Background: an optimization exercise with open tools, aiming at small area, a short achievable clock period and few clock cycles per item. Do not read the settings as production practice.
The RTL was checked by simulation tests, not by an equivalence proof against the original design.

==> try-pepper: inputs <==
Design dot_product, start of the top module:
module dot_product #(
  parameter ADDR_WIDTH = 5,
  parameter WIDTH = 32
) (
  input clk,
  input rst,
  input [ADDR_WIDTH:0] len,
  input [WIDTH-1:0] a_data,
  input a_valid,
  output reg a_ready,
  input [WIDTH-1:0] b_data,
  input b_valid,
  output reg b_ready,
  output [WIDTH-1:0] c_data,
  output reg c_valid,
  input c_ready
);
Settings: LEC_CHECK=0, CAP_MARGIN=20, CORE_MARGIN=2, CORE_UTILIZATION=40, PLACE_DENSITY=0.6, SLEW_MARGIN=20; clock period 10.0 ns.
standard.sh (not shown) runs the stock make flow with config.mk's settings and CLKGATE_MAP_FILE= SYNTH_SCRIPT=/design/flow/synth_recipe.tcl, a recipe that flattens the netlist after the stock synthesis.
==> flow/flow/run.sh <==
#!/bin/bash
# Own layout flow: the standard layout (standard synthesis, floorplan,
# placement, CTS, routing) run through standard.sh, with extra make settings
# read from flow/make_args.txt (one VAR=value per line). They set how hard
# timing repair works (a setup slack margin, so that repair keeps shortening
# the critical paths after the 10 ns clock is met) and which buffer cell
# buffers the ports. The design's clock and I/O constraints are unchanged.
# make's full output goes to flow_make.log here; each ORFS step also keeps
# its own log under orfs/logs/.
set -euo pipefail
cd "$(dirname "$0")/.."
args=()
while IFS= read -r line || [[ -n "$line" ]]; do
  [[ -z "$line" || "$line" == \#* ]] && continue
  args+=("$line")
done < flow/make_args.txt
bash standard.sh "${args[@]}" finish > flow_make.log 2>&1
==> flow/flow/make_args.txt <==
SETUP_SLACK_MARGIN=6.3
BUFFER_PORTS_ARGS=-buffer_cell sky130_fd_sc_hd__buf_2
==> try-nickel: changes against try-pepper <==
--- a/flow/design.v
+++ b/flow/design.v
@@ -36,37 +36,40 @@
   input c_ready
 );
 reg [WIDTH-1:0] a_r;
 reg a_full, b_full;
 reg [ADDR_WIDTH:0] len_r;
 reg [ADDR_WIDTH:0] n;
 reg m_v, m_first, m_last;
 reg [WIDTH-1:0] acc;
+reg rst_d;
 wire a_en = !a_full || b_full;
 wire b_en = !b_full || a_full;
 wire a_fire = a_valid && a_en;
 wire b_fire = b_valid && b_en;
 wire pair = a_full && b_full;
 wire last = n == len_r - 1'b1;
 wire a_full_nx = a_fire || (a_full && !pair);
 wire b_full_nx = b_fire || (b_full && !pair);
 assign c_data = acc;
-always @(posedge clk) if (a_en) a_r <= a_data;
+always @(posedge clk) if (a_en || rst) a_r <= (a_valid && !rst) ? a_data : {WIDTH{1'b0}};
 reg [15:0] b_one, b_two, b_neg;
 wire [32:0] bx = {b_data, 1'b0};
 wire [15:0] e_one, e_two, e_neg;
 genvar gi;
 generate for (gi = 0; gi < 16; gi = gi + 1) begin : benc
   assign e_one[gi] = bx[2*gi+1] ^ bx[2*gi];
   assign e_two[gi] = (bx[2*gi+2] & ~bx[2*gi+1] & ~bx[2*gi]) | (~bx[2*gi+2] & bx[2*gi+1] & bx[2*gi]);
   assign e_neg[gi] = bx[2*gi+2];
 end endgenerate
-always @(posedge clk) if (b_en) begin
-  b_one <= e_one; b_two <= e_two; b_neg <= e_neg;
+always @(posedge clk) if (b_en || rst) begin
+  b_one <= (b_valid && !rst) ? e_one : 16'd0;
+  b_two <= (b_valid && !rst) ? e_two : 16'd0;
+  b_neg <= e_neg;
 end
 wire pp0_0 = (b_one[0] & a_r[0]) ^ b_neg[0];
 wire pp0_1 = ((b_one[0] & a_r[1]) | (b_two[0] & a_r[0])) ^ b_neg[0];
 wire pp0_2 = ((b_one[0] & a_r[2]) | (b_two[0] & a_r[1])) ^ b_neg[0];
 wire pp0_3 = ((b_one[0] & a_r[3]) | (b_two[0] & a_r[2])) ^ b_neg[0];
 wire pp0_4 = ((b_one[0] & a_r[4]) | (b_two[0] & a_r[3])) ^ b_neg[0];
 wire pp0_5 = ((b_one[0] & a_r[5]) | (b_two[0] & a_r[4])) ^ b_neg[0];
 wire pp0_6 = ((b_one[0] & a_r[6]) | (b_two[0] & a_r[5])) ^ b_neg[0];
@@ -1549,12 +1552,13 @@
     b_ready <= !b_full_nx || a_full_nx;
     if (pair) n <= last ? 0 : n + 1'b1;
     m_v <= pair;
     m_first <= pair && n == 0;
     m_last <= pair && last;
     if (c_valid && c_ready) c_valid <= 1'b0;
     else if (m_v && m_last) c_valid <= 1'b1;
   end
-  if (rst || (c_valid && c_ready)) acc <= 0;
-  else if (m_v) acc <= acc_nx;
+  rst_d <= rst;
+  if (rst || rst_d || (c_valid && c_ready)) acc <= 0;
+  else acc <= acc_nx;
 end
 endmodule
==> flow/flow/make_args.txt (replaced) <==
SETUP_SLACK_MARGIN=6.6
BUFFER_PORTS_ARGS=-buffer_cell sky130_fd_sc_hd__buf_2
DONT_USE_CELLS=sky130_fd_sc_hd__probe_p_8 sky130_fd_sc_hd__probec_p_8 sky130_fd_sc_hd__lpflow_bleeder_1 sky130_fd_sc_hd__lpflow_clkbufkapwr_1 sky130_fd_sc_hd__lpflow_clkbufkapwr_16 sky130_fd_sc_hd__lpflow_clkbufkapwr_2 sky130_fd_sc_hd__lpflow_clkbufkapwr_4 sky130_fd_sc_hd__lpflow_clkbufkapwr_8 sky130_fd_sc_hd__lpflow_clkinvkapwr_1 sky130_fd_sc_hd__lpflow_clkinvkapwr_16 sky130_fd_sc_hd__lpflow_clkinvkapwr_2 sky130_fd_sc_hd__lpflow_clkinvkapwr_4 sky130_fd_sc_hd__lpflow_clkinvkapwr_8 sky130_fd_sc_hd__lpflow_decapkapwr_12 sky130_fd_sc_hd__lpflow_decapkapwr_3 sky130_fd_sc_hd__lpflow_decapkapwr_4 sky130_fd_sc_hd__lpflow_decapkapwr_6 sky130_fd_sc_hd__lpflow_decapkapwr_8 sky130_fd_sc_hd__lpflow_inputiso0n_1 sky130_fd_sc_hd__lpflow_inputiso0p_1 sky130_fd_sc_hd__lpflow_inputiso1n_1 sky130_fd_sc_hd__lpflow_inputiso1p_1 sky130_fd_sc_hd__lpflow_inputisolatch_1 sky130_fd_sc_hd__lpflow_isobufsrc_1 sky130_fd_sc_hd__lpflow_isobufsrc_16 sky130_fd_sc_hd__lpflow_isobufsrc_2 sky130_fd_sc_hd__lpflow_isobufsrc_4 sky130_fd_sc_hd__lpflow_isobufsrc_8 sky130_fd_sc_hd__lpflow_isobufsrckapwr_16 sky130_fd_sc_hd__lpflow_lsbuf_lh_hl_isowell_tap_1 sky130_fd_sc_hd__lpflow_lsbuf_lh_hl_isowell_tap_2 sky130_fd_sc_hd__lpflow_lsbuf_lh_hl_isowell_tap_4 sky130_fd_sc_hd__lpflow_lsbuf_lh_isowell_4 sky130_fd_sc_hd__lpflow_lsbuf_lh_isowell_tap_1 sky130_fd_sc_hd__lpflow_lsbuf_lh_isowell_tap_2 sky130_fd_sc_hd__lpflow_lsbuf_lh_isowell_tap_4 sky130_fd_sc_hd__fa_1 sky130_fd_sc_hd__fa_2 sky130_fd_sc_hd__fa_4 sky130_fd_sc_hd__ha_1 sky130_fd_sc_hd__ha_2 sky130_fd_sc_hd__ha_4
==> try-sierra: changes against try-pepper <==
--- a/flow/design.v
+++ b/flow/design.v
@@ -36,37 +36,40 @@
   input c_ready
 );
 reg [WIDTH-1:0] a_r;
 reg a_full, b_full;
 reg [ADDR_WIDTH:0] len_r;
 reg [ADDR_WIDTH:0] n;
 reg m_v, m_first, m_last;
 reg [WIDTH-1:0] acc;
+reg rst_d;
 wire a_en = !a_full || b_full;
 wire b_en = !b_full || a_full;
 wire a_fire = a_valid && a_en;
 wire b_fire = b_valid && b_en;
 wire pair = a_full && b_full;
 wire last = n == len_r - 1'b1;
 wire a_full_nx = a_fire || (a_full && !pair);
 wire b_full_nx = b_fire || (b_full && !pair);
 assign c_data = acc;
-always @(posedge clk) if (a_en) a_r <= a_data;
+always @(posedge clk) if (a_en || rst) a_r <= (a_valid && !rst) ? a_data : {WIDTH{1'b0}};
 reg [15:0] b_one, b_two, b_neg;
 wire [32:0] bx = {b_data, 1'b0};
 wire [15:0] e_one, e_two, e_neg;
 genvar gi;
 generate for (gi = 0; gi < 16; gi = gi + 1) begin : benc
   assign e_one[gi] = bx[2*gi+1] ^ bx[2*gi];
   assign e_two[gi] = (bx[2*gi+2] & ~bx[2*gi+1] & ~bx[2*gi]) | (~bx[2*gi+2] & bx[2*gi+1] & bx[2*gi]);
   assign e_neg[gi] = bx[2*gi+2];
 end endgenerate
-always @(posedge clk) if (b_en) begin
-  b_one <= e_one; b_two <= e_two; b_neg <= e_neg;
+always @(posedge clk) if (b_en || rst) begin
+  b_one <= (b_valid && !rst) ? e_one : 16'd0;
+  b_two <= (b_valid && !rst) ? e_two : 16'd0;
+  b_neg <= e_neg;
 end
 wire pp0_0 = (b_one[0] & a_r[0]) ^ b_neg[0];
 wire pp0_1 = ((b_one[0] & a_r[1]) | (b_two[0] & a_r[0])) ^ b_neg[0];
 wire pp0_2 = ((b_one[0] & a_r[2]) | (b_two[0] & a_r[1])) ^ b_neg[0];
 wire pp0_3 = ((b_one[0] & a_r[3]) | (b_two[0] & a_r[2])) ^ b_neg[0];
 wire pp0_4 = ((b_one[0] & a_r[4]) | (b_two[0] & a_r[3])) ^ b_neg[0];
 wire pp0_5 = ((b_one[0] & a_r[5]) | (b_two[0] & a_r[4])) ^ b_neg[0];
 wire pp0_6 = ((b_one[0] & a_r[6]) | (b_two[0] & a_r[5])) ^ b_neg[0];
@@ -1549,12 +1552,13 @@
     b_ready <= !b_full_nx || a_full_nx;
     if (pair) n <= last ? 0 : n + 1'b1;
     m_v <= pair;
     m_first <= pair && n == 0;
     m_last <= pair && last;
     if (c_valid && c_ready) c_valid <= 1'b0;
     else if (m_v && m_last) c_valid <= 1'b1;
   end
-  if (rst || (c_valid && c_ready)) acc <= 0;
-  else if (m_v) acc <= acc_nx;
+  rst_d <= rst;
+  if (rst || rst_d || (c_valid && c_ready)) acc <= 0;
+  else acc <= acc_nx;
 end
 endmodule
==> flow/flow/make_args.txt (replaced) <==
SETUP_SLACK_MARGIN=6.6
BUFFER_PORTS_ARGS=-buffer_cell sky130_fd_sc_hd__buf_2
==> flow/config.mk (replaced) <==
export PLATFORM = sky130hd
export DESIGN_NAME = dot_product
export DESIGN_NICKNAME = dot_product
export VERILOG_FILES = /design/flow/design.v
export SDC_FILE = /design/flow/constraint.sdc
export NUM_CORES = 4
export LEC_CHECK = 0
export CAP_MARGIN = 5
export CORE_MARGIN = 2
export CORE_UTILIZATION = 40
export PLACE_DENSITY = 0.6
export SLEW_MARGIN = 5
==> try-ember: changes against try-pepper <==
==> flow/flow/make_args.txt (replaced) <==
SETUP_SLACK_MARGIN=6.45
BUFFER_PORTS_ARGS=-buffer_cell sky130_fd_sc_hd__buf_2
==> impl_metrics.env <==
export IMPL_cp_startpoint="acc[3]$_SDFFE_PP0P_"
export IMPL_status="complete, no violations"
export IMPL_clk_share_pct=4.39
export IMPL_grt_max_degree=54
export IMPL_setup_ws_ps=6430
export IMPL_place_area_um2=21000
export IMPL_grtUsageMet2_pct=32.7
export IMPL_ys_seq_elements=235
export IMPL_layout_nets=2325
export IMPL_multi_input_gates=1710
export IMPL_synthesis_area_um2=20000
export IMPL_die_x_um=228
export IMPL_drt_wl_total_um=53000
(the above is from try-pepper)
==> impl_metrics.env <==
export IMPL_status="complete, no violations"
export IMPL_startpoint_type="flop"
export IMPL_die_x_um=228
export IMPL_grt_max_degree=49
export IMPL_setup_ws_ps=6710
export IMPL_ys_seq_elements=236
export IMPL_dp_slack_ps=5980
export IMPL_synthXorXnorAreaFrac_pct=33.2
export IMPL_drt_wl_total_um=54600
export IMPL_multi_input_gates=1714
export IMPL_clk_share_pct=4.20
export IMPL_place_area_um2=21100
export IMPL_layout_nets=2386
export IMPL_cp_startpoint="a_r[23]$_SDFFCE_PN0P_"
export IMPL_synthesis_area_um2=20200
(the above is from try-sierra)
==> impl_metrics.env <==
export IMPL_status="complete, no violations"
export IMPL_wl_met2_um=29600
export IMPL_synthesis_area_um2=21700
export IMPL_synth_edff_count=80
export IMPL_multi_input_gates=2087
export IMPL_busiest_layer="met2"
export IMPL_layout_nets=2721
export IMPL_grtUsageMet2_pct=37.0
export IMPL_cp_slowest_stage_delay_ps=430
export IMPL_worstPathMaxFanout=8
export IMPL_die_x_um=237
export IMPL_grt_max_degree=49
export IMPL_clk_share_pct=3.47
(the above is from try-nickel)
==> impl_metrics.env <==
export IMPL_rsz0062_at_grt="true"
export IMPL_multi_input_gates=1710
export IMPL_status="complete, no violations"
export IMPL_layout_nets=2355
export IMPL_ys_seq_elements=235
export IMPL_grt_max_degree=54
export IMPL_fp_coreArea_um2=49900
export IMPL_grt_pass1_wl_um=84600
export IMPL_die_x_um=228
export IMPL_clk_share_pct=4.32
export IMPL_synthesis_area_um2=20000
export IMPL_place_area_um2=21000
export IMPL_setup_ws_ps=6570
export IMPL_cp_startpoint="m_3_1$_DFF_P_"
export IMPL_grtUsageMet2_pct=33.4
export IMPL_synth_main_ff_cell="dfxtp_1"
export IMPL_drt_wl_total_um=53500
(the above is from try-ember)
Testbench counts of try-pepper, summed over its fixed seeds: cycles 10,109, items 512.
Testbench counts of try-nickel, summed over its fixed seeds: cycles 10,109, items 512.
Testbench counts of try-sierra, summed over its fixed seeds: cycles 10,109, items 512.
Testbench counts of try-ember, summed over its fixed seeds: cycles 10,109, items 512.

==> inputs of build 52 <==
Starting RTL as in the previous note.
export LEC_CHECK = 0
export CAP_MARGIN = 20
export CORE_MARGIN = 2
export CORE_UTILIZATION = 40
export PLACE_DENSITY = 0.6
export SLEW_MARGIN = 20
create_clock -name core_clock -period 10.0 [get_ports {clk}]
==> flow/flow/make_args.txt <==
SETUP_SLACK_MARGIN=6.9
BUFFER_PORTS_ARGS=-buffer_cell sky130_fd_sc_hd__buf_2
Scripts as last shown in full above: flow/flow/run.sh
==> trial 86 (differences from build 52) <==
--- a/flow/design.v
+++ b/flow/design.v
@@ -37,35 +37,38 @@
 );
 reg [WIDTH-1:0] a_r;
 reg a_full, b_full;
 reg [ADDR_WIDTH:0] len_r;
 reg [ADDR_WIDTH:0] n;
 reg m_v, m_first, m_last;
 reg [WIDTH-1:0] acc;
+reg rst_d;
 wire a_en = !a_full || b_full;
 wire b_en = !b_full || a_full;
 wire a_fire = a_valid && a_en;
 wire b_fire = b_valid && b_en;
 wire pair = a_full && b_full;
 wire last = n == len_r - 1'b1;
 wire a_full_nx = a_fire || (a_full && !pair);
 wire b_full_nx = b_fire || (b_full && !pair);
 assign c_data = acc;
-always @(posedge clk) if (a_en) a_r <= a_data;
+always @(posedge clk) if (a_en || rst) a_r <= (a_valid && !rst) ? a_data : {WIDTH{1'b0}};
 reg [15:0] b_one, b_two, b_neg;
 wire [32:0] bx = {b_data, 1'b0};
 wire [15:0] e_one, e_two, e_neg;
 genvar gi;
 generate for (gi = 0; gi < 16; gi = gi + 1) begin : benc
   assign e_one[gi] = bx[2*gi+1] ^ bx[2*gi];
   assign e_two[gi] = (bx[2*gi+2] & ~bx[2*gi+1] & ~bx[2*gi]) | (~bx[2*gi+2] & bx[2*gi+1] & bx[2*gi]);
   assign e_neg[gi] = bx[2*gi+2];
 end endgenerate
-always @(posedge clk) if (b_en) begin
-  b_one <= e_one; b_two <= e_two; b_neg <= e_neg;
+always @(posedge clk) if (b_en || rst) begin
+  b_one <= (b_valid && !rst) ? e_one : 16'd0;
+  b_two <= (b_valid && !rst) ? e_two : 16'd0;
+  b_neg <= e_neg;
 end
 wire pp0_0 = (b_one[0] & a_r[0]) ^ b_neg[0];
 wire pp0_1 = ((b_one[0] & a_r[1]) | (b_two[0] & a_r[0])) ^ b_neg[0];
 wire pp0_2 = ((b_one[0] & a_r[2]) | (b_two[0] & a_r[1])) ^ b_neg[0];
 wire pp0_3 = ((b_one[0] & a_r[3]) | (b_two[0] & a_r[2])) ^ b_neg[0];
 wire pp0_4 = ((b_one[0] & a_r[4]) | (b_two[0] & a_r[3])) ^ b_neg[0];
 wire pp0_5 = ((b_one[0] & a_r[5]) | (b_two[0] & a_r[4])) ^ b_neg[0];
@@ -1550,11 +1553,12 @@
     if (pair) n <= last ? 0 : n + 1'b1;
     m_v <= pair;
     m_first <= pair && n == 0;
     m_last <= pair && last;
     if (c_valid && c_ready) c_valid <= 1'b0;
     else if (m_v && m_last) c_valid <= 1'b1;
   end
-  if (rst || (c_valid && c_ready)) acc <= 0;
-  else if (m_v) acc <= acc_nx;
+  rst_d <= rst;
+  if (rst || rst_d || (c_valid && c_ready)) acc <= 0;
+  else acc <= acc_nx;
 end
 endmodule
==> flow/flow/make_args.txt (replaced) <==
SETUP_SLACK_MARGIN=6.8
BUFFER_PORTS_ARGS=-buffer_cell sky130_fd_sc_hd__buf_2
- CAP_MARGIN: 20 -> 5
- SLEW_MARGIN: 20 -> 5
- TNS_END_PERCENT: default -> 10
==> run summary <==
metric                                                            trial 86    build 52
Status                                            timing/DRC/antenna clean  timing/DRC/antenna clean
Nets in the synthesized netlist                                       2273        2270
Final-layout clock buffer total                                         36          41
Area taken by multi-input logic gates                           0.0148 mm2  0.0152 mm2
Arrival @ worst endpoint                                           3.71 ns     3.91 ns
Flip-flop and latch count after synthesis                              236         235
Fraction of the mapped netlist area in compound gates                14.6%       14.7%
Share of cells above drive strength 1                                23.3%       29.4%
Met3 Track Usage GR                                                  2.37%       3.86%
Hold slack                                                        0.524 ns    0.468 ns
Inverter count                                                          23          22
Area share of the leading cell type in the synthesized netlist       28.3%       27.0%
Startpoint of the worst hold path                                     n[1]      m_last
Final Cycle Share                                                    32.6%       34.2%
Transition at the pin with the smallest max-transition slack       1.08 ns     1.06 ns
Vias in the first global route                                       15635       16314
Starting density of the core                                         40.3%       40.2%
Placed instance area                                            0.0211 mm2  0.0210 mm2
Total number of vias                                                 16082       16599
Non-clock buffering overhead in the final layout                     8.43%       12.4%
Routed wl met2                                                    26600 um    28400 um
Hold path endpoint                                                    n[1]     c_valid
Testbench counts of build 52, summed over its fixed seeds: cycles 10,109, items 512.
Testbench counts of trial 86, summed over its fixed seeds: cycles 10,109, items 512.

==> separate check: timing with driven ports <==
Ports are ideal in the flow. The routed layouts listed here were re-timed in OpenROAD.
Step 1 (the two cells are an assumption about what drives the block):
set clk [get_ports {clk}]
set_driving_cell -lib_cell sky130_fd_sc_hd__clkbuf_16 $clk
set_driving_cell -lib_cell sky130_fd_sc_hd__buf_2 [delete_from_list [all_inputs] $clk]
Step 2 also shifts input and output timing later by t, the mid clock arrival at the registers, as if the neighbouring blocks saw the same clock.
a / b / c = ideal ports / drivers / drivers and shift; a / b = the first two.
| run | t (ns) | setup slack, ns | latest minus earliest clock arrival (ns) | cell pins on the clock port's net |
|---|---|---|---|---|
| try-pepper | 0.627 | 6.430 / 6.430 / 6.272 | 0.026 / 0.026 | 1 |
| try-nickel | 0.617 | 6.528 / 6.528 / 6.528 | 0.014 / 0.014 | 1 |
| try-sierra | 0.623 | 6.713 / 6.684 / 6.490 | 0.016 / 0.015 | 1 |
| try-ember | 0.620 | 6.569 / 6.569 / 6.268 | 0.020 / 0.020 | 1 |
| build 52 | 0.611 | 6.579 / 6.579 / 6.334 | 0.035 / 0.035 | 1 |
| trial 86 | 0.618 | 6.735 / 6.735 / 6.490 | 0.014 / 0.014 | 1 |
After both steps setup and hold are still met in every run listed. The setup slack of try-ember, which loses most, moves by 0.000 ns with the drivers and by -0.301 ns with both steps.
